Background: an optimization exercise with open tools, aiming at small area, a short achievable clock period and few clock cycles per item. Do not read the settings as production practice.
In this exercise RTL edits were held to simulation tests only and were not proved equivalent to the original.
Power and IR drop assume default switching activity.

## flow/design.v (module list and top-level ports; edited modules follow where they fit)
// module binary_adder: 5 lines
// module adder_subtracter: 13 lines
// module mux2: 6 lines
// module sb16: 36 lines
// module ROM1: 15 lines
// module ROM2: 24 lines
// module mask_d: 45 lines
// module ACC: 122 lines
// module top_ALU: 32 lines
// module addressb: 54 lines
// module fau: 326 lines
// module inversion_rom: 21 lines
// module inversion_new: 145 lines
// module instruction_decoder: 71 lines
// module scalarconv_tnaf: 559 lines
// module scalarconv_top: 41 lines
// module processor: 85 lines
// module program_rom: 94 lines
// module ecsm_fsm: 215 lines
// module ecsm_processor: 24 lines
module ecsm_processor(clk, rst, en_ecsm, done_ecsm, addr, doutb, dina, wea);
  // ...
==> flow/run.sh <==
#!/bin/bash
# synth_recipe.tcl (not shown) runs the flow's synth.tcl, then flattens the netlist and writes it again
# the make line also repeats each setting of config.mk as NAME=value (left out here)
make -C /OpenROAD-flow-scripts/flow DESIGN_CONFIG=/design/flow/config.mk WORK_HOME=/design/flow/orfs CLKGATE_MAP_FILE= SYNTH_SCRIPT=/design/flow/synth_recipe.tcl finish
==> flow/config.mk <==
export PLATFORM = sky130hd
export DESIGN_NAME = ecsm_processor
export DESIGN_NICKNAME = ecsm_processor
export VERILOG_FILES = /design/flow/design.v
export SDC_FILE = /design/flow/constraint.sdc
export NUM_CORES = 4
export LEC_CHECK = 0
export CAP_MARGIN = 20
export CORE_MARGIN = 2
export CORE_UTILIZATION = 40
export SLEW_MARGIN = 20
==> flow/constraint.sdc <==
create_clock -name core_clock -period 10.0 [get_ports {clk}]
set_input_delay 2.0000 -clock core_clock [delete_from_list [all_inputs] [get_ports {clk}]]
set_output_delay 2.0000 -clock core_clock [all_outputs]
set_load 0.01 [all_outputs]
==> run_results.csv, run 1 <==
group,metric,value,unit
floorplanning,core-area,0.0746,mm²
timing,setup_repair_after_global_routing_missed_its_margin,"false",
pwr,pwr.group.sequential,1.71,mW
setup_path,critPathKind,"input port to flip-flop",
pwr,combinationalPower,1.14,mW
setup_path,rr_endpoint,"i_processor.address_SC_r[7]$_DFF_P_",
pwr,pwr.group.clock,1.83,mW
floorplanning,fp.dieArea,0.0776,mm²
finish,seq_cell_count,382,
status,status,"complete, no violations",
finish,layout_cell_share_with_drive_strength_beyond_1,0.0612,
grt,grt_max_degree,56,
setup_path,endpoint_kind,"flip-flop",
logic_synthesis,synth_register_bits,382,
setup_path,crit_path_top_delay_cell,"sky130_fd_sc_hd__or4_1",
timing,tightest_slew,1.15,ns
timing,fmax,0.155,GHz
logic_synthesis,post_synth_inst_count,3892,
drt,route.antenna.remaining_nets,0,
finish,final_cell_mix,"sky130_fd_sc_hd__nand2_1, sky130_fd_sc_hd__nor2_1, sky130_fd_sc_hd__xnor2_1, sky130_fd_sc_hd__dfxtp_1, sky130_fd_sc_hd__a21oi_1",
pwr,power.density_cell_area,143,mW/mm²
grt,grt_overflow,0,
cts,postCtsSetupBuffers,0,
pwr,power.share.switching,0.318,
finish,non_clock_inverter_instance_count_of_the_final_layout,110,
logic_synthesis,synth-async-reset-ratio,0,
setup_path,worstSetupEndpoint,"i_processor.address_SC_r[7]$_DFF_P_",
placed_design,place_congestion,0.923,
floorplanning,num_rows,100,
finish,final.clkbuf_count,64,
timing,timing.final.setup_violations,0,
setup_path,path_depth,21,
drt,drt_pass1_iterations,7,
finish,sh_seq_area,0.272,
finish,register_area,0.00893,mm²
floorplanning,die_w,279,µm
setup_path,worst_ep_arrival_time,7.00,ns
Testbench counts, summed over its fixed seeds: cycles 9,902,116, items 12.
==> module addressb, before the edit <==
module addressb(clk, rst, RdOffset, WtOffset, SCOffset, suspend,
					ROMBaseSel, BaseSel, OffsetSel, Baseen, address_carryin, 
					address, RdBase1, RdBase2, BasePointer, RdBase1_n, RdBase2_n);
input clk;
input rst;			 
input [4:0] RdOffset;
input [5:0] WtOffset;
input [4:0] SCOffset;
input suspend;
input [3:0] ROMBaseSel;
input [2:0] BaseSel;
input OffsetSel;
input [1:0] Baseen;
input address_carryin;		 
output [7:0] address;
output reg [7:0] RdBase1, RdBase2;
output [7:0] BasePointer;
output [7:0] RdBase1_n, RdBase2_n;	 
assign RdBase1_n = rst ? 8'd0 : (Baseen==2'd1) ? BasePointer : RdBase1;
assign RdBase2_n = rst ? 8'd0 : (Baseen==2'd2) ? BasePointer : RdBase2;
wire [7:0] BaseAddress;
wire [5:0] Offset;
ROM2 BASEPOINTER(ROMBaseSel, BasePointer);
always @(posedge clk)
begin
	if(rst)
		RdBase1 <= 8'd0;
	else if(Baseen==2'd1)
		RdBase1 <= BasePointer;
	else 	
		RdBase1 <= RdBase1;
end
always @(posedge clk)
begin
	if(rst)
		RdBase2 <= 8'd0;
	else if(Baseen==2'd2)
		RdBase2 <= BasePointer;
	else 	
		RdBase2 <= RdBase2;
end
assign BaseAddress = (BaseSel==3'd0) ? RdBase1
                    :(BaseSel==3'd1) ? RdBase2
                    :(BaseSel==3'd2) ? 8'd234
						  :(BaseSel==3'd3) ? BasePointer
                    :(BaseSel==3'd4) ? 8'd243
						  :(BaseSel==3'd5) ? 8'd63
						  :(BaseSel==3'd6) ? 8'd72
						  : 8'd81;						  
assign Offset = (suspend==1'b0) ? {1'b0,SCOffset} 
					:(OffsetSel) ? WtOffset 
					: {1'b0,RdOffset};						  
assign address = BaseAddress + Offset + address_carryin; 
endmodule
==> module fau, before the edit <==
module fau(clk, rst, mode, baseA, baseB, baseD, doutb, addr, dina, wea, done);
input clk, rst;
input [1:0] mode;
input [7:0] baseA, baseB, baseD;
input [15:0] doutb;
output [7:0] addr;
output reg [15:0] dina;
output wea;
output done;
localparam [7:0] TEMP = 8'd234;
localparam [3:0] S_IDLE = 4'd0, S_MUL = 4'd1, S_MULEND = 4'd2, S_SQP = 4'd3, S_SQR = 4'd4,
                 S_SQC = 4'd5, S_ADD = 4'd6, S_CPY = 4'd7, S_REDP = 4'd8, S_RED = 4'd9,
                 S_DONE = 4'd10;
localparam [3:0] T_NONE = 4'd0, T_RD = 4'd1, T_PE = 4'd2, T_PO = 4'd3, T_RDB = 4'd4,
                 T_RDC = 4'd5, T_P34 = 4'd6, T_P35 = 4'd7, T_P17 = 4'd8, T_RH = 4'd9,
                 T_MW0 = 4'd10, T_MW1 = 4'd11, T_WH = 4'd12, T_SG = 4'd13, T_SQH = 4'd14,
                 T_WX = 4'd15;
localparam [1:0] B_A = 2'd0, B_B = 2'd1, B_D = 2'd2, B_T = 2'd3;
localparam [1:0] O_IA = 2'd0, O_JB = 2'd1, O_I = 2'd2, O_WC = 2'd3;
reg [3:0] state;
reg [4:0] i, ia, jb, p, wc;
reg whi;
reg [1:0] slot;
reg nxtA, bnd, podd, firstel;
reg [1:0] wq;
reg [7:0] addr_r;
reg we_r;
reg [3:0] tag1, tag2;
reg [1:0] gs1, gs2;      
reg [1:0] n_bs, n_os;
reg n_we;
reg [3:0] n_tag;
reg [1:0] n_gs;
assign addr = addr_r;
assign wea = we_r;
assign done = (state == S_DONE);
wire is_bnd = nxtA ? (ia == 5'd17) : (jb == 5'd0);
wire [4:0] pn = p + 5'd1;
wire [5:0] cn = {pn, 1'b0} - 6'd17;    
wire wbs_hi = whi;
always @* begin
  n_bs = B_D;
  n_os = O_WC;
  n_we = 1'b0;
  n_tag = T_NONE;
  n_gs = 2'd0;
  case (state)
    S_MUL: begin
      if (wq != 2'd0) begin
        n_we = 1'b1; n_bs = whi ? B_D : B_T; n_os = O_WC;
        n_tag = (wq == 2'd2) ? T_MW0 : T_MW1;
      end else begin
        n_bs = nxtA ? B_A : B_B; n_os = nxtA ? O_IA : O_JB;
        n_tag = firstel ? T_RD : (podd ? T_PO : T_PE);
      end
    end
    S_MULEND: begin
      if (slot != 2'd0) begin
        n_we = 1'b1; n_bs = B_D; n_os = O_WC;
        n_tag = (slot == 2'd1) ? T_MW0 : T_MW1;
      end
    end
    S_SQP: begin
      n_bs = B_A;
      case (slot)
        2'd0: begin n_tag = T_RD;  n_os = O_IA; end    
        2'd1: begin n_tag = T_SG;  n_os = O_IA; end    
        2'd2: begin n_tag = T_P17; n_os = O_IA; end    
        default: begin n_tag = T_RD; n_os = O_JB; end  
      endcase
    end
    S_SQR: begin
      case (slot)
        2'd0: begin
          n_tag = T_SQH; n_bs = B_A; n_os = O_IA;
          n_gs = (i == 5'd0) ? 2'd1 : (i == 5'd8) ? 2'd3 : 2'd0;
        end
        2'd1: begin
          n_bs = B_A; n_os = O_JB;
          if (i != 5'd8) n_tag = T_RD;
        end
        2'd2: begin n_we = 1'b1; n_tag = T_WX; n_bs = whi ? B_D : B_T; n_os = O_WC; end
        default: begin n_we = 1'b1; n_tag = T_WH; n_bs = whi ? B_D : B_T; n_os = O_WC; end
      endcase
    end
    S_SQC: begin
      if (slot == 2'd0) begin
        n_bs = B_T; n_os = O_I;
        if (i != 5'd10) n_tag = T_RDC;
      end else begin
        if (i != 5'd0) begin n_we = 1'b1; n_tag = T_WX; end
      end
    end
    S_ADD: begin
      if (slot == 2'd0) begin
        n_bs = B_A; n_os = O_I;
        if (i != 5'd18) n_tag = T_RD;
      end else if (slot == 2'd1) begin
        n_bs = B_B; n_os = O_I;
        if (i != 5'd18) n_tag = T_RDB;
      end else begin
        if (i != 5'd0) begin n_we = 1'b1; n_tag = T_WX; end
      end
    end
    S_CPY: begin
      if (slot == 2'd0) begin
        n_bs = B_A; n_os = O_I;
        if (i != 5'd18) n_tag = T_RDC;
      end else begin
        if (i != 5'd0) begin n_we = 1'b1; n_tag = T_WX; end
      end
    end
    S_REDP: begin
      n_os = O_I;
      case (slot)
        2'd0: begin n_tag = T_RD;  n_bs = B_D; end    
        2'd1: begin n_tag = T_P34; n_bs = B_D; end    
        2'd2: begin n_tag = T_P35; n_bs = B_D; end    
        default: begin n_tag = T_P17; n_bs = B_T; end  
      endcase
    end
    S_RED: begin
      if (slot == 2'd0) begin
        n_bs = B_T; n_os = O_I;
        if (i != 5'd18) n_tag = T_RD;
      end else if (slot == 2'd1) begin
        n_bs = B_D; n_os = O_I;
        if (i != 5'd18) begin
          n_tag = T_RH;
          n_gs = (i == 5'd0) ? 2'd1 : (i == 5'd1) ? 2'd2 : (i == 5'd17) ? 2'd3 : 2'd0;
        end
      end else begin
        if (i != 5'd0) begin n_we = 1'b1; n_tag = T_WX; end
      end
    end
    default: ;
  endcase
end
wire [7:0] n_base = (n_bs == B_A) ? baseA : (n_bs == B_B) ? baseB : (n_bs == B_D) ? baseD : TEMP;
wire [4:0] n_off = (n_os == O_IA) ? ia : (n_os == O_JB) ? jb : (n_os == O_I) ? i : wc;
always @(posedge clk) begin
  if (rst) begin
    state <= S_IDLE;
    i <= 5'd0; slot <= 2'd0; p <= 5'd0; wc <= 5'd0; whi <= 1'b0;
    ia <= 5'd0; jb <= 5'd1; nxtA <= 1'b0; bnd <= 1'b0; podd <= 1'b1; firstel <= 1'b1;
    wq <= 2'd0;
  end else begin
    if (n_we) wc <= wc + 5'd1;
    case (state)
      S_IDLE: begin
        case (mode)
          2'd0: begin state <= S_MUL; whi <= 1'b0; end
          2'd1: begin state <= S_SQP; whi <= 1'b0; ia <= 5'd16; jb <= 5'd0; end
          2'd2: begin state <= S_ADD; whi <= 1'b1; end
          default: begin state <= S_CPY; whi <= 1'b1; end
        endcase
      end
      S_MUL: begin
        if (wq != 2'd0) begin
          wq <= wq - 2'd1;
          if (wc == 5'd17) begin wc <= 5'd0; whi <= 1'b1; end
        end else begin
          if (nxtA) ia <= ia + 5'd1; else jb <= jb - 5'd1;
          nxtA <= ~nxtA;
          if (!firstel) podd <= ~podd;
          firstel <= 1'b0;
          if (is_bnd) bnd <= 1'b1;
          if (bnd) begin
            bnd <= 1'b0;
            firstel <= 1'b1;
            if (p == 5'd17) begin
              state <= S_MULEND; slot <= 2'd0;
            end else begin
              p <= pn;
              if (pn <= 5'd8) begin
                nxtA <= 1'b0; ia <= 5'd0; jb <= {pn[3:0], 1'b1}; podd <= 1'b1;
              end else begin
                nxtA <= 1'b1; ia <= cn[4:0]; jb <= 5'd17; podd <= 1'b0;
              end
            end
          end else if (firstel && p != 5'd0) begin
            wq <= 2'd2;
          end
        end
      end
      S_MULEND: begin
        if (slot == 2'd2) begin state <= S_REDP; slot <= 2'd0; i <= 5'd15; wc <= 5'd0; end
        else slot <= slot + 2'd1;
      end
      S_SQP: begin
        slot <= slot + 2'd1;
        case (slot)
          2'd0: ia <= 5'd17;
          2'd1: ia <= 5'd8;
          2'd2: ia <= 5'd9;
          default: begin jb <= 5'd1; state <= S_SQR; i <= 5'd0; end
        endcase
      end
      S_SQR: begin
        slot <= slot + 2'd1;
        if (slot == 2'd0) ia <= ia + 5'd1;
        if (slot == 2'd1) jb <= jb + 5'd1;
        if (slot == 2'd3 && wc == 5'd9) whi <= 1'b1;
        if (slot == 2'd3) begin
          if (i == 5'd8) begin state <= S_SQC; i <= 5'd0; slot <= 2'd0; wc <= 5'd0; end
          else i <= i + 5'd1;
        end
      end
      S_SQC: begin
        if (slot == 2'd1) begin
          slot <= 2'd0;
          if (i == 5'd10) state <= S_DONE;
          else i <= i + 5'd1;
        end else slot <= slot + 2'd1;
      end
      S_ADD: begin
        if (slot == 2'd2) begin
          slot <= 2'd0;
          if (i == 5'd18) state <= S_DONE;
          else i <= i + 5'd1;
        end else slot <= slot + 2'd1;
      end
      S_CPY: begin
        if (slot == 2'd1) begin
          slot <= 2'd0;
          if (i == 5'd18) state <= S_DONE;
          else i <= i + 5'd1;
        end else slot <= slot + 2'd1;
      end
      S_REDP: begin
        slot <= slot + 2'd1;
        if (slot < 2'd2) i <= i + 5'd1;
        if (slot == 2'd3) begin state <= S_RED; slot <= 2'd0; i <= 5'd0; end
      end
      S_RED: begin
        if (slot == 2'd2) begin
          slot <= 2'd0;
          if (i == 5'd18) state <= S_DONE;
          else i <= i + 5'd1;
        end else slot <= slot + 2'd1;
      end
      default: ;
    endcase
  end
end
always @(posedge clk) begin
  if (rst) begin
    we_r <= 1'b0; tag1 <= T_NONE; tag2 <= T_NONE; gs1 <= 2'd0; gs2 <= 2'd0;
  end else begin
    we_r <= n_we; tag1 <= n_tag; tag2 <= tag1; gs1 <= n_gs; gs2 <= gs1;
  end
  addr_r <= n_base + {3'b000, n_off};
end
reg [15:0] W, X, SQ, Hm;
reg [30:0] acc_e, acc_o;
reg [10:0] G;
wire [30:0] prod;
sb16 mul(W, doutb, prod);
function [15:0] fold;    
input [15:0] h, hp;
begin
  fold = h ^ {h[10:0], hp[15:11]} ^ {h[8:0], hp[15:9]} ^ {h[3:0], hp[15:4]};
end
endfunction
function [15:0] spread8;
input [7:0] a;
integer k;
begin
  spread8 = 16'd0;
  for (k = 0; k < 8; k = k + 1) spread8[2*k] = a[k];
end
endfunction
wire is_sq = (tag2 == T_SQH) || (tag2 == T_SG);
wire [15:0] lo_in = spread8(doutb[7:0]);
wire [15:0] hi_in = spread8(doutb[15:8]);
wire [15:0] loS = spread8(SQ[7:0]);
wire [15:0] hiS = spread8(SQ[15:8]);
wire [15:0] loW = spread8(W[7:0]);
wire [15:0] hiW = spread8(W[15:8]);
wire [15:0] Hsq_m1 = (gs2 == 2'd1) ? 16'd0 : {hiS[10:0], loS[15:11]};    
wire [15:0] Hsq_0  = {lo_in[10:0], hiS[15:11]};                         
wire [15:0] Hsq_1  = {hi_in[10:0], lo_in[15:11]};                       
wire [15:0] Ht = {doutb[10:0], SQ[15:11]};             
wire [15:0] fa = is_sq ? fold(Hsq_0, Hsq_m1) : fold(Ht, Hm);
wire [15:0] fb = fold(Hsq_1, Hsq_0);
wire [15:0] H16 = is_sq ? {lo_in[10:0], hiW[15:11]} : Hm;
wire [15:0] H17 = is_sq ? {hi_in[10:0], lo_in[15:11]} : {doutb[10:0], W[15:11]};
wire [15:0] F17 = fold(H17, H16);
wire [15:0] F18w = (H17 >> 11) ^ (H17 >> 9) ^ (H17 >> 4);
wire [5:0]  F18 = F18w[5:0];
wire [15:0] Gf0 = {5'd0, G} ^ {G, 5'd0} ^ {G[8:0], 7'd0} ^ {G[3:0], 12'd0};
wire [15:0] Gf1 = {14'd0, G[10:9]} ^ {9'd0, G[10:4]};
wire [15:0] g0 = (gs2 == 2'd1) ? Gf0 : (gs2 == 2'd2) ? Gf1 : 16'd0;
wire [15:0] Rt0 = W ^ fa ^ g0;
wire [15:0] Rt = (gs2 == 2'd3) ? {5'd0, Rt0[10:0]} : Rt0;
wire [15:0] Rs0 = loW ^ fa ^ ((gs2 == 2'd1) ? Gf0 : 16'd0);
wire [15:0] Rs1a = hiW ^ fb ^ ((gs2 == 2'd1) ? Gf1 : 16'd0);
wire [15:0] Rs1 = (gs2 == 2'd3) ? {5'd0, Rs1a[10:0]} : Rs1a;
always @(posedge clk) begin
  case (tag2)
    T_RD:  W <= doutb;
    T_PE: begin acc_e <= acc_e ^ prod; W <= doutb; end
    T_PO: begin acc_o <= acc_o ^ prod; W <= doutb; end
    T_RDB: X <= W ^ doutb;
    T_RDC: X <= doutb;
    T_P34: begin Hm <= {doutb[10:0], W[15:11]}; W <= doutb; end
    T_P35, T_SG: G <= {F18, F17[15:11]};
    T_P17: begin SQ <= doutb; Hm <= 16'd0; end
    T_RH: begin X <= Rt; Hm <= Ht; SQ <= doutb; end
    T_SQH: begin X <= Rs0; Hm <= Rs1; SQ <= doutb; end
    default: ;
  endcase
  if (tag1 == T_MW1 || rst) begin
    acc_e <= rst ? 31'd0 : {16'd0, acc_o[30:16]};
    acc_o <= 31'd0;
  end
end
always @* begin
  case (tag1)
    T_MW0: dina = acc_e[15:0];
    T_MW1: dina = acc_o[15:0] ^ {1'b0, acc_e[30:16]};
    T_WH: dina = Hm;
    default: dina = X;
  endcase
end
endmodule
==> module instruction_decoder, before the edit <==
module instruction_decoder(clk, rst, instruction_ready, Tbit_ready, 
									instruction, op0, op1, op2, done_primitive, done_inversion,
									control_group3, en_invert, suspend,
									instruction_executed, suspend_n);
input clk, rst;
input instruction_ready, Tbit_ready;
input [2:0] instruction;
input [3:0] op0, op1, op2;
input done_primitive, done_inversion;
output [8:0] control_group3;	 
output en_invert, suspend;
output instruction_executed;
output suspend_n;		 
wire [3:0] BasePtSel;
reg [1:0] base_en;
wire [1:0] mode;
wire en_primitive;
reg [1:0] op_sel;
reg decode_enable;
wire move_to_done_state;
assign control_group3 = {BasePtSel, base_en, mode, en_primitive};
assign BasePtSel = (op_sel==2'd0) ? op0 : (op_sel==2'd1) ? op1 : op2;
assign en_primitive = ((instruction==3'd1||instruction==3'd2||instruction==3'd3||instruction==3'd5)&decode_enable) ? 1'b1 : 1'b0; 
assign en_invert = (instruction==3'd4 && decode_enable==1'b1) ? 1'b1 : 1'b0;
assign move_to_done_state = (en_primitive & done_primitive) | (en_invert & done_inversion) | (Tbit_ready & suspend==1'b0);
assign mode =   (instruction==3'd1) ? 2'd2	 
					:(instruction==3'd2) ? 2'd0    
					:(instruction==3'd3) ? 2'd1    
					: 2'd3;								 
assign suspend = ((instruction==3'd7) & decode_enable) ? 1'b0 : 1'b1;
reg [1:0] state, nextstate;
always @(posedge clk)
begin
	if(rst)
		state<=2'd0;
	else
		state<=nextstate;
end		
always @(state)
begin	
	case(state)
	2'd0: begin	op_sel<=2'd0; base_en<=2'd0; decode_enable<=1'b0; end
	2'd1: begin	op_sel<=2'd1; base_en<=2'd1; decode_enable<=1'b0; end	 
	2'd2: begin	op_sel<=2'd2; base_en<=2'd2; decode_enable<=1'b0; end	 
	2'd3: begin	op_sel<=2'd0; base_en<=2'd0; decode_enable<=1'b1; end	 
	default: begin	op_sel<=2'd0; base_en<=2'd0; decode_enable<=1'b0; end
	endcase
end
always @(state or instruction_ready or move_to_done_state)
begin
	case(state)
	2'd0: begin
				if(instruction_ready)
					nextstate <= 2'd1;
				else
					nextstate <= 2'd0;
			end			
	2'd1: nextstate <= 2'd2;
	2'd2: nextstate <= 2'd3;
	2'd3: begin
				if(move_to_done_state)
					nextstate <= 3'd0;
				else
					nextstate <= 2'd3;
			end	
	default: nextstate <= 2'd0;
	endcase
end
assign suspend_n = ~((instruction==3'd7) & (nextstate==2'd3) & ~rst);
assign instruction_executed = move_to_done_state;
endmodule
==> module processor, before the edit <==
module 	processor(clk, rst, instruction_ready, instruction, op0, op1, op2,
			address, doutb, dina, wea, length_even, done_SC, Tbit_pair, flag_adjustment, instruction_executed,
			state_SC);
input clk, rst;
input instruction_ready;
input [2:0] instruction;
input [3:0] op0, op1, op2;
output [7:0] address;
input [15:0] doutb;
output [15:0] dina;
output wea;
output length_even, done_SC;
output [1:0] Tbit_pair, flag_adjustment;
output instruction_executed;
output [5:0] state_SC;
wire [5:0] state_SC;
wire [8:0] length_counter;
wire [15:0] CL, R2, R1;
wire [2:0] state_inv;
wire [7:0] inv_rom_dout;
wire [7:0] count;
wire done_primitive, done_inversion;
wire [8:0] control_group3, control_group3_ins, control_group3_inv;
wire [3:0] BasePtSel;
wire [1:0] Base_en, mode;
wire en_primitive, en_invert, suspend;
wire [4:0] SCOffset;
wire [2:0] BaseSel_SC;
wire [8:0] control_group1, control_group1_SC;
wire [13:0] control_group2, control_group2_SC;
wire b0_one, b1_zero, M4_out0;
wire [1:0] Tbit_pair, flag_adjustment;
wire wea_SC, address_carryin;
wire Tbit_no_sign, rst_d_carry, LSB_store;
wire [7:0] address_SC, RdBase1, RdBase2, BasePointer, RdBase1_n, RdBase2_n;
wire suspend_n, Tbit_no_sign_n, address_carryin_n;
wire [2:0] BaseSel_n;
wire [4:0] SCOffset_n;
wire [7:0] op0_base;
reg suspend_r;
reg [7:0] address_SC_r;
wire [15:0] dina_ALU;
wire [7:0] address_F;
wire [15:0] dina_F;
wire wea_F;
instruction_decoder  INS_DEC(clk, rst, instruction_ready, Tbit_ready,
				  instruction, op0, op1, op2, done_primitive, done_inversion,
				  control_group3_ins, en_invert, suspend,
				  instruction_executed, suspend_n);
always @(posedge clk)
	suspend_r <= suspend_n;
scalarconv_top	 SC(clk, rst, suspend_r, Tbit_no_sign, b0_one, b1_zero, M4_out0, flag_adjustment,
	  	 rst_d_carry, control_group1_SC, control_group2_SC, wea_SC, address_carryin, BaseSel_SC, SCOffset,
		 length_even, Tbit_ready, done_SC,
		 state_SC, length_counter, Tbit_no_sign_n, BaseSel_n, SCOffset_n, address_carryin_n);
inversion_new	IN(clk, ~en_invert, done_primitive,
				control_group3_inv, done_inversion,
				state_inv, inv_rom_dout, count);
fau		FU(clk, rst | ~en_primitive, mode, RdBase1, RdBase2, BasePointer,
		   doutb, address_F, dina_F, wea_F, done_primitive);
top_ALU			ALU(clk, rst, rst_d_carry, control_group1, control_group2, mode, 1'b1, 1'b0, 3'd0,
			    LSB_store, Tbit_no_sign, doutb, dina_ALU, b0_one, b1_zero, Tbit_pair, M4_out0, flag_adjustment,
       			    CL, R2, R1, Tbit_no_sign_n);
addressb		ADDR(clk, rst, 5'd0, 6'd0, SCOffset, suspend_r,
			     BasePtSel, (suspend_r==1'b0) ? BaseSel_SC : 3'd0, 1'b0, Base_en, address_carryin, address_SC,
			     RdBase1, RdBase2, BasePointer, RdBase1_n, RdBase2_n);
ROM2 OP0BASE(op0, op0_base);
wire [7:0] base_SC_n = (BaseSel_n==3'd0) ? RdBase1_n
                      :(BaseSel_n==3'd1) ? RdBase2_n
                      :(BaseSel_n==3'd2) ? 8'd234
                      :(BaseSel_n==3'd3) ? op0_base
                      :(BaseSel_n==3'd4) ? 8'd243
                      :(BaseSel_n==3'd5) ? 8'd63
                      :(BaseSel_n==3'd6) ? 8'd72
                      : 8'd81;
always @(posedge clk)
	address_SC_r <= base_SC_n + {3'b000, SCOffset_n} + address_carryin_n;
assign control_group1 = (suspend_r==1'b0) ? control_group1_SC : 9'b001110010;
assign control_group2 = control_group2_SC;
assign control_group3 = (en_invert) ? control_group3_inv : control_group3_ins;
assign {BasePtSel, Base_en, mode, en_primitive} = control_group3;
assign address = (suspend_r==1'b0) ? address_SC_r : address_F;
assign dina = (suspend_r==1'b0) ? dina_ALU : dina_F;
assign wea = (suspend_r==1'b0) ? wea_SC : wea_F;
endmodule
==> run 2, diff against run 1 <==
--- a/flow/design.v
+++ b/flow/design.v
@@ -309,18 +309,18 @@
 input [2:0] BaseSel;
 input OffsetSel;
 input [1:0] Baseen;
 input address_carryin;		 
 output [7:0] address;
 output reg [7:0] RdBase1, RdBase2;
 output [7:0] BasePointer;
 output [7:0] RdBase1_n, RdBase2_n;	 
-assign RdBase1_n = rst ? 8'd0 : (Baseen==2'd1) ? BasePointer : RdBase1;
-assign RdBase2_n = rst ? 8'd0 : (Baseen==2'd2) ? BasePointer : RdBase2;
+assign RdBase1_n = (Baseen==2'd1) ? BasePointer : RdBase1;
+assign RdBase2_n = (Baseen==2'd2) ? BasePointer : RdBase2;
 wire [7:0] BaseAddress;
 wire [5:0] Offset;
 ROM2 BASEPOINTER(ROMBaseSel, BasePointer);
 always @(posedge clk)
 begin
 	if(rst)
 		RdBase1 <= 8'd0;
 	else if(Baseen==2'd1)
@@ -370,17 +370,18 @@
 localparam [1:0] B_A = 2'd0, B_B = 2'd1, B_D = 2'd2, B_T = 2'd3;
 localparam [1:0] O_IA = 2'd0, O_JB = 2'd1, O_I = 2'd2, O_WC = 2'd3;
 reg [3:0] state;
 reg [4:0] i, ia, jb, p, wc;
 reg whi;
 reg [1:0] slot;
 reg nxtA, bnd, podd, firstel;
 reg [1:0] wq;
-reg [7:0] addr_r;
+reg [7:0] addr_r, bD;
+reg s_mw0, s_mw1, s_wh;    
 reg we_r;
 reg [3:0] tag1, tag2;
 reg [1:0] gs1, gs2;      
 reg [1:0] n_bs, n_os;
 reg n_we;
 reg [3:0] n_tag;
 reg [1:0] n_gs;
 assign addr = addr_r;
@@ -483,28 +484,29 @@
         end
       end else begin
         if (i != 5'd0) begin n_we = 1'b1; n_tag = T_WX; end
       end
     end
     default: ;
   endcase
 end
-wire [7:0] n_base = (n_bs == B_A) ? baseA : (n_bs == B_B) ? baseB : (n_bs == B_D) ? baseD : TEMP;
+wire [7:0] n_base = (n_bs == B_A) ? baseA : (n_bs == B_B) ? baseB : (n_bs == B_D) ? bD : TEMP;
 wire [4:0] n_off = (n_os == O_IA) ? ia : (n_os == O_JB) ? jb : (n_os == O_I) ? i : wc;
 always @(posedge clk) begin
   if (rst) begin
     state <= S_IDLE;
     i <= 5'd0; slot <= 2'd0; p <= 5'd0; wc <= 5'd0; whi <= 1'b0;
     ia <= 5'd0; jb <= 5'd1; nxtA <= 1'b0; bnd <= 1'b0; podd <= 1'b1; firstel <= 1'b1;
     wq <= 2'd0;
   end else begin
     if (n_we) wc <= wc + 5'd1;
     case (state)
       S_IDLE: begin
+        bD <= baseD;
         case (mode)
           2'd0: begin state <= S_MUL; whi <= 1'b0; end
           2'd1: begin state <= S_SQP; whi <= 1'b0; ia <= 5'd16; jb <= 5'd0; end
           2'd2: begin state <= S_ADD; whi <= 1'b1; end
           default: begin state <= S_CPY; whi <= 1'b1; end
         endcase
       end
       S_MUL: begin
@@ -596,16 +598,19 @@
   end
 end
 always @(posedge clk) begin
   if (rst) begin
     we_r <= 1'b0; tag1 <= T_NONE; tag2 <= T_NONE; gs1 <= 2'd0; gs2 <= 2'd0;
   end else begin
     we_r <= n_we; tag1 <= n_tag; tag2 <= tag1; gs1 <= n_gs; gs2 <= gs1;
   end
+  s_mw0 <= (n_tag == T_MW0);
+  s_mw1 <= (n_tag == T_MW1);
+  s_wh <= (n_tag == T_WH);
   addr_r <= n_base + {3'b000, n_off};
 end
 reg [15:0] W, X, SQ, Hm;
 reg [30:0] acc_e, acc_o;
 reg [10:0] G;
 wire [30:0] prod;
 sb16 mul(W, doutb, prod);
 function [15:0] fold;    
@@ -663,22 +668,20 @@
     default: ;
   endcase
   if (tag1 == T_MW1 || rst) begin
     acc_e <= rst ? 31'd0 : {16'd0, acc_o[30:16]};
     acc_o <= 31'd0;
   end
 end
 always @* begin
-  case (tag1)
-    T_MW0: dina = acc_e[15:0];
-    T_MW1: dina = acc_o[15:0] ^ {1'b0, acc_e[30:16]};
-    T_WH: dina = Hm;
-    default: dina = X;
-  endcase
+  if (s_mw0) dina = acc_e[15:0];
+  else if (s_mw1) dina = acc_o[15:0] ^ {1'b0, acc_e[30:16]};
+  else if (s_wh) dina = Hm;
+  else dina = X;
 end
 endmodule
 module inversion_rom(address, dout);
 input [3:0] address;
 output reg [7:0] dout;
 always @*
 begin
 	case(address)
@@ -905,17 +908,17 @@
 				if(move_to_done_state)
 					nextstate <= 3'd0;
 				else
 					nextstate <= 2'd3;
 			end	
 	default: nextstate <= 2'd0;
 	endcase
 end
-assign suspend_n = ~((instruction==3'd7) & (nextstate==2'd3) & ~rst);
+assign suspend_n = ~((instruction==3'd7) & (nextstate==2'd3));
 assign instruction_executed = move_to_done_state;
 endmodule
 module scalarconv_tnaf(clk, rst, suspend, Tbit_no_sign, b0_one, b1_zero, M4_out0, flag_adjustment,
 			rst_d_carry, en1, en2, clr1, clr2, sel1, sel2, sel3, sel6, sel7, Tbit_sign, mask, mask_d_en, enable_flag_adjustment,
 			add_sub, carry_en, lsb_en, lsb_en_mode, address_carryin, R1set, Cen, Cshift, terminal_condition,
 			BaseSel, SCOffset, wea, length_even, Tbit_ready, done, 
 			state, length_counter, Tbit_no_sign_n, BaseSel_n, SCOffset_n, address_carryin_n);
 input clk, rst;
@@ -1002,42 +1005,51 @@
 begin
 	if(rst)
 		state<=6'd0;
 	else if(suspend)
 		state<=state;
 	else
 		state<=nextstate;
 end		
-wire [5:0] ns_eff = rst ? 6'd0 : (suspend ? state : nextstate);
+wire [5:0] ns_eff = suspend ? state : nextstate;
 wire [4:0] wc_n = clr_wc ? 5'd0 : (inc_wc ? word_counter + 1'b1 : word_counter);
 wire nwc_full = (wc_n == 5'd17);
 wire nwc_half = (wc_n == 5'd8);
 wire nwc_zero = (wc_n == 5'd0);
-wire [8:0] lc_n = rst_or_state_is30 ? 9'd0 :
+wire [8:0] lc_n = (state==6'd30) ? 9'd0 :
                   dec_length ? length_counter - 1'b1 :
                   ((state==6'd22 || state==6'd35) & wc_half) ? length_counter + 1'b1 : length_counter;
 reg n_en1, n_en2, n_clr1, n_clr2, n_clr_wc, n_inc_wc, n_dec_length, n_sel1, n_sel7, n_add_sub, n_lsb_en,
     n_R1set, n_Cen, n_Cshift, n_address_carryin, n_wea, n_mask_d_en;
 reg [2:0] n_BaseSel;
 reg [1:0] n_sel2, n_carry_en;
 wire n_lsb_en_mode = (nwc_full & (ns_eff==6'd13)) | (nwc_half & (ns_eff==6'd32));
 assign SCOffset_n = (ns_eff>6'd37) ? lc_n[8:4] : wc_n;
 assign BaseSel_n = n_BaseSel;
 assign address_carryin_n = n_address_carryin;
 always @(posedge clk)
 begin
+	if(rst) begin	 
+	{en1, en2, clr1, clr2, clr_wc, inc_wc, dec_length, sel1, sel7, add_sub, lsb_en,
+	 R1set, Cen, Cshift, address_carryin, wea, mask_d_en} <= 17'b00111000000010000;
+	BaseSel <= 3'd0;
+	sel2 <= 2'd0;
+	carry_en <= 2'd0;
+	lsb_en_mode <= 1'b0;
+	end else begin
 	{en1, en2, clr1, clr2, clr_wc, inc_wc, dec_length, sel1, sel7, add_sub, lsb_en,
 	 R1set, Cen, Cshift, address_carryin, wea, mask_d_en} <=
 	{n_en1, n_en2, n_clr1, n_clr2, n_clr_wc, n_inc_wc, n_dec_length, n_sel1, n_sel7, n_add_sub, n_lsb_en,
 	 n_R1set, n_Cen, n_Cshift, n_address_carryin, n_wea, n_mask_d_en};
 	BaseSel <= n_BaseSel;
 	sel2 <= n_sel2;
 	carry_en <= n_carry_en;
 	lsb_en_mode <= n_lsb_en_mode;
+	end
 	SCOffset <= SCOffset_n;
 end
 always @*
 begin
 	case(ns_eff)
 	6'd0: begin		 
 			n_en1<=1'b0; n_en2<=1'b0; n_clr1<=1'b1; n_clr2<=1'b1; n_clr_wc<=1'b1; n_inc_wc<=1'b0; n_dec_length<=1'b0;
 			n_BaseSel<=3'd0; n_sel1<=1'b0; n_sel2<=2'd0; n_sel7<=1'b0; n_add_sub<=1'b0; n_carry_en<=2'd0; n_lsb_en<=1'b0;
@@ -1558,17 +1570,17 @@
 wire [7:0] address_F;
 wire [15:0] dina_F;
 wire wea_F;
 instruction_decoder  INS_DEC(clk, rst, instruction_ready, Tbit_ready,
 				  instruction, op0, op1, op2, done_primitive, done_inversion,
 				  control_group3_ins, en_invert, suspend,
 				  instruction_executed, suspend_n);
 always @(posedge clk)
-	suspend_r <= suspend_n;
+	suspend_r <= rst | suspend_n;
 scalarconv_top	 SC(clk, rst, suspend_r, Tbit_no_sign, b0_one, b1_zero, M4_out0, flag_adjustment,
 	  	 rst_d_carry, control_group1_SC, control_group2_SC, wea_SC, address_carryin, BaseSel_SC, SCOffset,
 		 length_even, Tbit_ready, done_SC,
 		 state_SC, length_counter, Tbit_no_sign_n, BaseSel_n, SCOffset_n, address_carryin_n);
 inversion_new	IN(clk, ~en_invert, done_primitive,
 				control_group3_inv, done_inversion,
 				state_inv, inv_rom_dout, count);
 fau		FU(clk, rst | ~en_primitive, mode, RdBase1, RdBase2, BasePointer,
==> run_results.csv, run 2 <==
group,metric,value,unit
drt,drcViolationCount,0,
drt,drt_pass1_iterations,6,
finish,nFillCells,7729,
status,status,"complete, no violations",
grt,grt_overflow,0,
drt,drtIter0Drc,3012,
setup_path,path_common_cell,"sky130_fd_sc_hd__a21oi_1",
cts,clock_insertion_delay_worst_skew,0.61,ns
logic_synthesis,cell_type_contributing_the_most_total_cell_area_after_synthesis,"sky130_fd_sc_hd__dfxtp_1",
min_path,hold_path_end,"i_processor.ALU.AL.mskd.d_carry$_SDFFE_PP0P_",
setup_path,regToRegSetupSlack,4.50,ns
timing,slew_viol_final,0,
pwr,vdd.ir_drop.worst,0.115,mV
setup_path,worst_setup_path_start_kind,"input port",
cts,cts_tree,"built",
logic_synthesis,yosys_warnings,14,
grt,grt.total_usage,0.247,
setup_path,worstPathCellList,"clkdlybuf4s50_1, buf_4, xnor2_1, nand3b_1, a21oi_1, xor2_1, fa_1, inv_1, fa_1, a21o_1, a21oi_1, o21ai_0, a21oi_1, o21ai_0, a21oi_1, o21ai_0, o41ai_1, o21ai_0, a21o_1, a21oi_1, xnor2_1",
grt,via_count_of_the_first_global_routing_pass,26200,
cts,clock_sink_count,392,
drt,route.antenna.remaining_nets,0,
floorplanning,fp.dieArea,0.0800,mm²
cts,cts.hold.buffers_added,0,
min_path,min_path_type,"flip-flop to flip-flop",
placed_design,dp.final_hpwl,68.4,mm
floorplanning,io_pins,45,
logic_synthesis,synth_register_bits,392,
setup_path,endpoint_kind,"flip-flop",
placed_design,place_congestion,0.943,
setup_path,critPathKind,"input port to flip-flop",
timing,final.period_utilization,0.655,
cts,cts.root.buffer_cell,"sky130_fd_sc_hd__clkbuf_16",
logic_synthesis,portion_of_the_post_synthesis_area_used_by_sequential_elements,0.296,
logic_synthesis,yosys.cell_types.count,117,
min_path,worst_hold_startpoint,"i_processor.SC.SC.rst_d_carry$_DFF_P_",
finish,finish.net_count,3986,
cts,cts-htree-levels,2,
floorplanning,core-area,0.0772,mm²
placed_design,placement.io_buffers,44,
logic_synthesis,post_synth_instance_area,0.0311,mm²
setup_path,worst_ep_arrival_time,6.87,ns
logic_synthesis,synth_top_cell_area_share,0.165,
timing,setup_repair_after_global_routing_missed_its_margin,"false",
cts,number_of_clock_buffers_inserted_by_tritoncts,47,
setup_path,biggest_cell_delay_along_the_critical_path,0.46,ns
cts,clockBufferDepth,3,
finish,insertedDiodeCount,0,
floorplanning,fp.dieH,283,µm
logic_synthesis,post_synth_most_frequent_cells,"sky130_fd_sc_hd__nand2_1, sky130_fd_sc_hd__nor2_1, sky130_fd_sc_hd__xnor2_1",
logic_synthesis,synth-async-reset-ratio,0,
floorplanning,die_w,283,µm
drt,route.detailed.wl_per_inst,20.5,µm
finish,final_cell_mix,"sky130_fd_sc_hd__nand2_1, sky130_fd_sc_hd__nor2_1, sky130_fd_sc_hd__xnor2_1, sky130_fd_sc_hd__a21oi_1, sky130_fd_sc_hd__dfxtp_1",
setup_path,rr_endpoint,"i_processor.address_SC_r[6]$_DFF_P_",
timing,tightest_slew,1.15,ns
cts,ctsResizeCount,0,
finish,layout_cell_share_with_drive_strength_beyond_1,0.0670,
timing,timing.slew.headroom,0.230,
logic_synthesis,yosysMostFrequentCell,"sky130_fd_sc_hd__nand2_1",
timing,hold_violations,0,
flow_run,max_capacitance_violation_count,0,
logic_synthesis,synth_area_per_cell,7.78,µm²
grt,grt_max_degree,54,
finish,postLayoutCoreUtil,0.438,
timing,period_needed,6.55,ns
cts,clk_pin_slew_worst_paths,0.06,ns
drt,routed-via-count,28600,
pwr,power.density_cell_area,145,mW/mm²
logic_synthesis,synth_edf_count,135,
finish,top_registers,"i_processor.FU.acc_e x31, i_processor.FU.acc_o x31",
grt,grt_first_pass_wirelength,156,mm
logic_synthesis,synthFlopType,"sky130_fd_sc_hd__dfxtp_1",
logic_synthesis,yosys-top-cells-area,"sky130_fd_sc_hd__dfxtp_1, sky130_fd_sc_hd__edfxtp_1, sky130_fd_sc_hd__xnor2_1",
setup_path,reg2regPathDepth,23,
timing,clock-skew-final,0.0422,ns
setup_path,worst-endpoint-required,10.32,ns
timing,fmax,0.153,GHz
timing,tns,0,ns
logic_synthesis,syn-num-nets,4128,
setup_path,crit_path_top_delay_cell,"sky130_fd_sc_hd__clkdlybuf4s50_1",
drt,route.detailed.vias_per_inst,5.80,
floorplanning,start_util,0.403,
timing,timing.final.setup_violations,0,
cts,postCtsSetupBuffers,0,
setup_path,critical_path_peak_fanout,29,
pwr,leak_pwr,12.2,nW
setup_path,reg2reg_from,"i_processor.SC.SC.length_counter[0]$_SDFF_PP0_",
setup_path,critical-path-top-delay-family,"compound AO/OA/AOI/OAI gates",
setup_path,buffers_inverters_on_critical_path,3,
floorplanning,num_rows,102,
finish,syn_to_final_growth,8.71,%
drt,drt-total-wl,101,mm
logic_synthesis,post_synth_inst_count,3998,
finish,final_common_cell,"sky130_fd_sc_hd__nand2_1",
min_path,worst_hold_path.num_cells,1,
grt,grt_antenna_before_repair,0,
run 2: worst max-delay path by stage:
| stage | cells after the start | startpoint | end | slack, ns |
|---|---|---|---|---|
| global placement | 21 | doutb[0] | i_processor.ALU.AL.carryout1$_DFFE_PP_ | 2.96 |
| global route | 21 | doutb[0] | i_processor.ALU.AL.carryout2$_DFFE_PN_ | 3.17 |
| CTS | 21 | doutb[0] | i_processor.ALU.AL.carryout2$_DFFE_PN_ | 3.55 |
| detailed placement | 21 | doutb[0] | i_processor.ALU.AL.carryout1$_DFFE_PP_ | 2.96 |
| floorplan | 20 | doutb[0] | i_processor.ALU.AL.carryout1$_DFFE_PP_ | 4.11 |
| finish | 21 | doutb[0] | i_processor.ALU.AL.carryout2$_DFFE_PN_ | 3.45 |
run 2: per-stage QoR:
| step | power [mW] | std cells | setup WS [ns] | hold WS, ns | instance area [µm²] |
|---|---|---|---|---|---|
| finish | 4.90 | 4935 | 3.45 | 0.377 | 33800 |
| global route | 5.13 | 4935 | 3.17 | 0.428 | 33800 |
| CTS | 4.92 | 4935 | 3.55 | 0.389 | 33800 |
| detailed placement | 3.10 | 4847 | 2.96 | 0.406 | 32200 |
| global placement | 3.10 | 4847 | 2.96 | 0.407 | 32200 |
| floorplan | 2.74 | 3998 | 4.11 | 0.373 | 31100 |
run 2: per-layer routing:
metal / part of all wire / up-vias / global-route usage / routed length, µm
met2: 0.44 / 1231 / 0.388 / 44400
met3: 0.074 / 276 / 0.0369 / 7490
met5: 0 / - / 0 / 0
met1: 0.44 / 13500 / 0.339 / 44700
li1: - / 13600 / - / -
met4: 0.043 / 0 / 0.0982 / 4330
run 2: area by class of cell:
class,instances,area [µm²],area share
repair buffers,116,976,0.0289
well taps,1040,1300,0.0385
flip-flops and latches,392,9200,0.272
multi-input cells,3193,20300,0.601
clock buffers,64,1370,0.0406
clock inverters,24,253,0.00748
inverters,106,398,0.0118
run 2: kinds of logic (layout without fill, tap and decap cells):
logic type | count (synthesis) | after routing | synth area share
adder cells (fa/ha/maj) | 111 | 111 | 0.0459
buffers and inverters | 413 | 310 | 0.0527
flip-flops | 392 | 392 | 0.296
AO/OA/AOI/OAI | 944 | 944 | 0.197
multiplexers | 110 | 110 | 0.0377
XOR/XNOR | 547 | 547 | 0.154
AND/OR/NAND/NOR | 1481 | 1481 | 0.217
run 2: power breakdown:
group	switching [mW]	internal (mW)
combinational	0.823	0.481
sequential	0.0848	1.71
clock	0.729	1.07
Testbench counts of run 2, summed over its fixed seeds: cycles 9,902,116, items 12.
==> run 3, diff against run 2 <==
--- a/flow/config.mk
+++ b/flow/config.mk
@@ -7,2 +7,3 @@
 export LEC_CHECK = 0
+export ABC_AREA = 1
 export CAP_MARGIN = 20
==> run_results.csv, run 3 <==
group,metric,value,unit
status,status,"complete, no violations",
pwr,p_sw,1.53,mW
grt,grt_overflow,0,
pwr,leak_pwr,14.2,nW
setup_path,worst_ep_arrival_time,6.04,ns
min_path,hold_path_end,"i_processor.ALU.AL.mskd.mask_d_en_delayed$_DFF_P_",
cts,cts.root.buffer_cell,"sky130_fd_sc_hd__clkbuf_16",
drt,route.antenna.remaining_nets,0,
timing,setup_repair_after_global_routing_missed_its_margin,"false",
min_path,worst_hold_path.num_cells,0,
timing,timing.slew.headroom,0.258,
finish,top_registers,"i_processor.FU.acc_e x31, i_processor.FU.acc_o x31",
pwr,comb_power_share,0.235,
floorplanning,fp.dieArea,0.0785,mm²
setup_path,endpoint_kind,"flip-flop",
grt,grt_first_pass_wirelength,161,mm
drt,route.detailed.vias_per_inst,5.46,
cts,cts_tree,"built",
timing,tightest_slew,1.11,ns
grt,via_count_of_the_first_global_routing_pass,28300,
logic_synthesis,yosys-top-cells-area,"sky130_fd_sc_hd__dfxtp_1, sky130_fd_sc_hd__edfxtp_1, sky130_fd_sc_hd__nand2_1",
placed_design,postPlaceCellArea,0.0318,mm²
logic_synthesis,synth_area_per_cell,6.78,µm²
cts,clock_insertion_delay_worst_skew,0.61,ns
floorplanning,io_pins,45,
timing,timing.final.setup_violations,0,
pwr,sequentialPowerShare,0.385,
logic_synthesis,post_synth_most_frequent_cells,"sky130_fd_sc_hd__nand2_1, sky130_fd_sc_hd__nor2_1, sky130_fd_sc_hd__inv_1",
cts,cts.hold.buffers_added,0,
logic_synthesis,synth_mux_area_frac,0.00131,
cts,clock_sink_count,392,
grt,grt_max_degree,48,
drt,drcViolationCount,0,
logic_synthesis,syn-num-nets,4630,
logic_synthesis,post_synth_inst_count,4500,
setup_path,worst_setup_path_start_kind,"input port",
pwr,vdd.ir_drop.worst,0.165,mV
drt,route.detailed.wl_per_inst,18.8,µm
finish,finish.net_count,4589,
setup_path,worst-endpoint-required,10.34,ns
timing,period_needed,5.70,ns
logic_synthesis,synth-async-reset-ratio,0,
pwr,power.density_cell_area,137,mW/mm²
floorplanning,fp.dieH,280,µm
logic_synthesis,synth_top_cell_area_share,0.169,
setup_path,critical_path_peak_fanout,26,
floorplanning,start_util,0.403,
cts,cts-htree-levels,2,
setup_path,regToRegSetupSlack,4.90,ns
logic_synthesis,portion_of_the_post_synthesis_area_used_by_sequential_elements,0.301,
placed_design,place_congestion,0.974,
timing,hold_violations,0,
timing,tns,0,ns
placed_design,dp.final_hpwl,74.6,mm
finish,nFillCells,7875,
finish,layout_cell_share_with_drive_strength_beyond_1,0.0549,
timing,final.period_utilization,0.570,
finish,design_area,0.0334,mm²
cts,postCtsSetupBuffers,0,
cts,number_of_clock_buffers_inserted_by_tritoncts,49,
finish,insertedDiodeCount,0,
floorplanning,num_rows,101,
min_path,min_path_type,"flip-flop to flip-flop",
drt,drt-total-wl,103,mm
drt,routed-via-count,29900,
floorplanning,die_w,280,µm
logic_synthesis,yosys_warnings,14,
grt,grt_antenna_before_repair,0,
setup_path,rr_endpoint,"i_processor.address_SC_r[6]$_DFF_P_",
finish,register_area,0.00920,mm²
logic_synthesis,post_synth_instance_area,0.0305,mm²
setup_path,reg2regPathDepth,27,
floorplanning,core-area,0.0757,mm²
setup_path,critPathKind,"input port to flip-flop",
timing,fmax,0.175,GHz
setup_path,reg2reg_from,"i_processor.SC.SC.state[5]$_SDFF_PP0_",
logic_synthesis,synth_compound_area_frac,0.164,
logic_synthesis,yosys.cell_types.count,73,
logic_synthesis,yosys.area_share.adder,0.0467,
timing,slew_viol_final,0,
logic_synthesis,yosys.area_share.simple,0.280,
logic_synthesis,synth_register_bits,392,
logic_synthesis,yosysMostFrequentCell,"sky130_fd_sc_hd__nand2_1",
logic_synthesis,cell_type_contributing_the_most_total_cell_area_after_synthesis,"sky130_fd_sc_hd__dfxtp_1",
logic_synthesis,synth_edf_count,135,
logic_synthesis,synth_top_family_by_area,"simple AND/OR/NAND/NOR gates",
cts,clockBufferDepth,3,
finish,final_common_cell,"sky130_fd_sc_hd__nand2_1",
pwr,power.share.switching,0.335,
timing,clock-skew-final,0.0438,ns
pwr,cell_int_power,3.04,mW
min_path,worst_hold_startpoint,"i_processor.SC.SC.mask_d_en$_SDFF_PP0_",
logic_synthesis,synth_xor_xnor_area_share,0.119,
finish,multi_input_comb_area,0.0187,mm²
cts,clk_pin_slew_worst_paths,0.06,ns
finish,syn_to_final_growth,9.38,%
finish,final_cell_mix,"sky130_fd_sc_hd__nand2_1, sky130_fd_sc_hd__nor2_1, sky130_fd_sc_hd__inv_1, sky130_fd_sc_hd__o21ai_0, sky130_fd_sc_hd__dfxtp_1",
grt,grt.total_usage,0.259,
flow_run,max_capacitance_violation_count,0,
drt,drt_pass1_iterations,6,
placed_design,placement.io_buffers,44,
drt,drtIter0Drc,2927,
logic_synthesis,synthFlopType,"sky130_fd_sc_hd__dfxtp_1",
pwr,power_frac_clock,0.380,
cts,ctsResizeCount,0,
run 3: cell types whose count changed in the layout (fill, tap and decap cells not counted), sizes merged, moves of 86 or more:
cell	change
nand2	+512
inv	+397
nand3	+149
nor2	+141
xnor2	-123
o21ai	+86
run 3: critical path: stages:
cell                              delay [ns]
sky130_fd_sc_hd__clkdlybuf4s50_1        0.45
sky130_fd_sc_hd__buf_4                  0.35
sky130_fd_sc_hd__xor2_1                 0.35
sky130_fd_sc_hd__nand3_1                0.11
sky130_fd_sc_hd__a21oi_1                0.17
sky130_fd_sc_hd__xor2_1                 0.20
sky130_fd_sc_hd__fa_1                   0.21
sky130_fd_sc_hd__inv_1                  0.06
sky130_fd_sc_hd__fa_1                   0.38
sky130_fd_sc_hd__nand2_1                0.08
sky130_fd_sc_hd__inv_1                  0.05
sky130_fd_sc_hd__o21a_1                 0.18
sky130_fd_sc_hd__nor2_1                 0.08
sky130_fd_sc_hd__nor2_1                 0.06
sky130_fd_sc_hd__nor2_1                 0.09
sky130_fd_sc_hd__o21bai_1               0.12
sky130_fd_sc_hd__nand2_1                0.08
sky130_fd_sc_hd__nand2_1                0.05
sky130_fd_sc_hd__a21oi_1                0.20
sky130_fd_sc_hd__o21ai_0                0.14
sky130_fd_sc_hd__nand2_1                0.08
sky130_fd_sc_hd__inv_1                  0.04
sky130_fd_sc_hd__o21ai_0                0.15
sky130_fd_sc_hd__nand2_1                0.09
sky130_fd_sc_hd__o21ai_0                0.17
sky130_fd_sc_hd__a21oi_1                0.06
run 3: logic make-up (layout without fill, tap and decap cells):
group	after synthesis	count (layout)
simple gates	2040	2040
compound gates	847	847
buf+inv	692	691
xor+xnor	414	414
flops	392	392
fa+ha+maj	111	111
mux	4	4
run 3: area by class of cell:
type,count,share of cell area
sequential,392,0.276
timing repair buffer,88,0.0237
clock inverter,23,0.00498
multi-input combinational,3416,0.560
clock buffer,68,0.0419
tap,978,0.0367
inverter,512,0.0576
run 3: worst max-delay path by stage:
stage | to | from | cells past startpoint | slack [ns]
6_report | i_processor.ALU.AL.CL[12]$_SDFFCE_PP0P_ | doutb[0] | 26 | 4.30
3_3_place_gp | i_processor.FU.acc_e[14]$_DFFE_PP_ | rst | 12 | 3.71
3_5_place_dp | i_processor.FU.acc_e[13]$_DFFE_PP_ | rst | 12 | 3.63
4_1_cts | i_processor.FU.acc_e[14]$_DFFE_PP_ | rst | 12 | 4.28
5_1_grt | i_processor.ALU.AL.CL[12]$_SDFFCE_PP0P_ | doutb[0] | 26 | 3.78
2_1_floorplan | i_processor.FU.acc_e[0]$_DFFE_PP_ | rst | 10 | 4.89
run 3: metal layers:
| layer | up-vias | share of wire | global-route usage |
|---|---|---|---|
| li1 | 14700 | - | - |
| met4 | 0 | 0.051 | 0.125 |
| met2 | 1214 | 0.46 | 0.431 |
| met5 | - | 0 | 0 |
| met3 | 244 | 0.066 | 0.0306 |
| met1 | 13800 | 0.42 | 0.332 |
run 3: through the flow:
stage                     worst slack [ns]  total power [mW]  utilization  std cells  hold slack, ns
after floorplan                       4.89              2.51            -       4500           0.364
after detailed placement              3.63              2.85        0.420       5385           0.386
after global placement                3.71              2.86        0.420       5385           0.385
after global routing                  3.78              4.79        0.441       5477           0.405
final                                 4.30              4.58        0.441       5477           0.394
after CTS                             4.28              4.60        0.441       5476           0.393
run 3: power groups by stage:
stage	sequential (mW)	clock, mW	combinational [mW]
floorplan	1.76	0	0.747
global placement	1.80	0	1.07
detailed placement	1.79	0	1.06
CTS	1.76	1.78	1.06
global route	1.77	1.84	1.19
finish	1.76	1.74	1.08

-- separate check: timing with driven ports --
The results above use ideal ports. As a check the final layouts listed here were re-extracted and re-timed, cells and wires unchanged.
Step 1, drivers: a clkbuf_16 drives clk and a buf_2 each remaining input, both assumed.
Step 2 times the ports against the registers' clock, not the clock port: input delays grow and output delays shrink by t, the midpoint of the rising clock arrivals with the driver on.
a / b / c = ideal ports / drivers / drivers and shift; a / b = the first two.
run	t, ns	slack for setup (ns)	worst slew at a driven data input, ns
run 1	0.653	3.530 / 3.575 / 2.922	0.03
run 2	0.656	3.450 / 3.488 / 2.832	0.03
run 3	0.661	4.300 / 4.342 / 3.681	0.04
After both steps setup and hold are still met in every run listed. The setup slack of run 3, which loses most, moves by +0.042 ns with the drivers and by -0.619 ns with both steps.
